Context: an optimization exercise on an open-source flow, tuned for small area, a short achievable clock period and few clock cycles. The choices shown serve that exercise and are no tape-out recipe. Function was checked by simulation only, so behaviour that the tests miss may differ from the original. No driver is modelled on the clock port, so clocking that relies on it looks cheaper here than on a real chip.

Design RISC_V, start of the top module:
module RISC_V(clk, rst, mem_addr, mem_wdata, mem_we, mem_rdata);
Size: roughly 1,400 cells after synthesis, roughly 200 flip-flops, ~51 I/O pins.
Settings: LEC_CHECK=0, ABC_AREA=1, CAP_MARGIN=20, CORE_MARGIN=2, CORE_UTILIZATION=40, SETUP_SLACK_MARGIN=4.4, SLEW_MARGIN=20; clock period 8.0 ns.
standard.sh (not shown) runs the stock make flow with config.mk's settings and CLKGATE_MAP_FILE= SYNTH_SCRIPT=/design/flow/synth_recipe.tcl, a recipe that flattens the netlist after the stock synthesis.
==> flow/flow/run.sh <==
#!/bin/bash
# The standard layout (standard.sh) with these changes:
# - synthesis leaves adders to ABC instead of mapping them onto the
#   library's full/half-adder cells (ADDER_MAP_FILE empty); the registers
#   are the standard synthesis's;
# - adders' carry logic is yosys's own (SYNTH_OPERATIONS_ARGS replaces the
#   Kogge-Stone extra map that ORFS adds by default);
# - plain buffers on the ports (buffer_ports otherwise picks delay cells);
# - after the post-CTS timing repair, a downsizing pass (flow/area_recover.tcl)
#   that keeps the setup slack at or above SETUP_SLACK_MARGIN.
# Full tool output goes to standard.log.
set -e
export FLOW_FLOW_DIR=$PWD/flow
export ADDER_MAP_FILE=
export SYNTH_OPERATIONS_ARGS=-noshare
export BUFFER_PORTS_ARGS="-buffer_cell sky130_fd_sc_hd__buf_1"
export POST_CTS_TCL=$FLOW_FLOW_DIR/post_cts.tcl
bash standard.sh > standard.log 2>&1
==> flow/flow/post_cts.tcl <==
# After CTS and its timing repair: give back the drive strength that repair
# added where the setup slack stays at or above the repair margin (two
# passes, as one downsizing can make room for another), then legalize the
# placement again.
source $::env(FLOW_FLOW_DIR)/area_recover.tcl
area_recover $::env(SETUP_SLACK_MARGIN)
area_recover $::env(SETUP_SLACK_MARGIN)
detailed_placement
check_placement -verbose
Other scripts of this flow, unchanged in this note and not shown: flow/flow/area_recover.tcl
The baseline ran to the end with no violations.
Testbench counts at the start, summed over its fixed seeds: cycles 40,390.
Then changed:
==> flow/flow/run.sh (replaced) <==
#!/bin/bash
# The standard layout (standard.sh) with these changes:
# - synthesis leaves adders to ABC instead of mapping them onto the
#   library's full/half-adder cells (ADDER_MAP_FILE empty), and ABC maps
#   with flow/abc_area.script (the ORFS scripts are copied into scripts/
#   here with only that file replaced); the registers are the standard
#   synthesis's;
# - plain buffers on the ports (buffer_ports otherwise picks delay cells);
# - after the post-CTS timing repair, a downsizing pass (flow/area_recover.tcl)
#   that keeps the setup slack at or above SETUP_SLACK_MARGIN.
# Full tool output goes to standard.log.
set -e
export FLOW_FLOW_DIR=$PWD/flow
rm -rf scripts
cp -r "$FLOW_HOME/scripts" scripts
cp flow/abc_area.script scripts/abc_area.script
export SCRIPTS_DIR=$PWD/scripts
export ADDER_MAP_FILE=
export BUFFER_PORTS_ARGS="-buffer_cell sky130_fd_sc_hd__buf_1"
export POST_CTS_TCL=$FLOW_FLOW_DIR/post_cts.tcl
bash standard.sh > standard.log 2>&1
==> flow/flow/abc_area.script (new file) <==
strash
&get -n
&fraig -x
&put
scorr
dc2
dretime
strash
dch -f
map -B 0.9
topo
stime -c
buffer -c
upsize -c
dnsize -c
Settings changed: CAP_MARGIN 20 to 10, SLEW_MARGIN 20 to 10.
Effect: Routed wire length came out higher by about 3.5%; worst setup slack got worse by 380 ps.
Then changed:
==> flow/flow/run.sh (replaced) <==
#!/bin/bash
# The standard layout (standard.sh) with three changes:
# - synthesis leaves adders to ABC instead of mapping them onto the
#   library's full/half-adder cells (ADDER_MAP_FILE empty); the registers
#   are the standard synthesis's;
# - plain buffers on the ports (buffer_ports otherwise picks delay cells);
# - after the post-CTS timing repair, a downsizing pass that keeps the setup slack at or above SETUP_SLACK_MARGIN.
# Full tool output goes to standard.log.
set -e
export FLOW_FLOW_DIR=$PWD/flow
export ADDER_MAP_FILE=
export BUFFER_PORTS_ARGS="-buffer_cell sky130_fd_sc_hd__buf_1"
export POST_CTS_TCL=$FLOW_FLOW_DIR/post_cts.tcl
bash standard.sh > standard.log 2>&1
==> flow/flow/post_cts.tcl (replaced) <==
# After CTS and its timing repair: give back the drive strength that repair
# added where the setup slack stays at or above the repair margin, then
# legalize the placement again.
source $::env(FLOW_FLOW_DIR)/area_recover.tcl
area_recover $::env(SETUP_SLACK_MARGIN)
detailed_placement
check_placement -verbose
Settings changed: CAP_MARGIN 10 to 20, SLEW_MARGIN 10 to 20.
removed: flow/flow/abc_area.script
Outcome: The new run finished clean. Non-clock buffer count fell by 154. Worst hold slack is worse by 10 ps. Synthesized area rose by 7.7%. Global-route usage fell by 1.6 points. Flip-flop and latch count stays the same. Cell count climbs by 7.8%. Design area decreases by 3.6%.
Then changed:
==> flow/flow/run.sh (replaced) <==
#!/bin/bash
# The standard layout (standard.sh) with four changes:
# - synthesis leaves adders to ABC instead of mapping them onto the
#   library's full/half-adder cells (ADDER_MAP_FILE empty);
# - ABC maps with flow/abc_area.script (ABC_AREA is 1): the ORFS scripts are
#   copied into scripts/ here with only that file replaced. The registers
#   are the standard synthesis's;
# - plain buffers on the ports (buffer_ports otherwise picks delay cells);
# - after the post-CTS timing repair, a downsizing pass that keeps the
#   setup slack at or above SETUP_SLACK_MARGIN (flow/area_recover.tcl).
# Full tool output goes to standard.log.
set -e
export FLOW_FLOW_DIR=$PWD/flow
rm -rf scripts
cp -r "$FLOW_HOME/scripts" scripts
cp flow/abc_area.script scripts/abc_area.script
export SCRIPTS_DIR=$PWD/scripts
export ADDER_MAP_FILE=
export BUFFER_PORTS_ARGS="-buffer_cell sky130_fd_sc_hd__buf_1"
export POST_CTS_TCL=$FLOW_FLOW_DIR/post_cts.tcl
bash standard.sh > standard.log 2>&1
==> flow/flow/abc_area.script (new file) <==
strash
dch
map -a
topo
stime -c
buffer -c
upsize -c
dnsize -c
Effect: Clock-buffer cell count rises by 1; cell count falls by 11%; global-route usage rises by 2.4 points; design area rises by 1.0%; non-clock buffer count rises by 138; sequential share of layout area falls by 0.39 points.

==> static timing again, ports no longer ideal <==
The results above use ideal ports. As a check the final layouts listed here were re-extracted and re-timed, cells and wires unchanged.
Step 1: set_driving_cell puts a clkbuf_16 on clk and a buf_2 on each other input, an assumption about the parent block.
Step 2 adds t to the input delays and takes it off the output delays; t is the mean of the earliest and latest rising clock arrival at the registers after step 1. Input paths then give back, and output paths get back, about the clock's delay inside the block.
Three values: no drivers, after step 1, after step 2; two values: the first two.
| run | shift t [ns] | setup WS [ns] | hold slack, ns | slew at the worst register clock pin (ns) | cell pins on the clock port's net |
|---|---|---|---|---|---|
| the first run | 0.486 | 4.355 / 4.364 / 3.878 | 0.427 / 0.427 / 0.427 | 0.08 / 0.08 | 1 |
| the second run | 0.487 | 3.973 / 3.972 / 3.485 | 0.435 / 0.435 / 0.435 | 0.08 / 0.08 | 1 |
| the third run | 0.481 | 4.490 / 4.441 / 4.146 | 0.424 / 0.424 / 0.424 | 0.08 / 0.08 | 1 |
| the fourth run | 0.481 | 3.797 / 3.797 / 3.350 | 0.380 / 0.380 / 0.380 | 0.09 / 0.09 | 1 |
After both steps setup and hold are still met in every run listed. The setup slack of the second run, which loses most, moves by -0.001 ns with the drivers and by -0.488 ns with both steps.
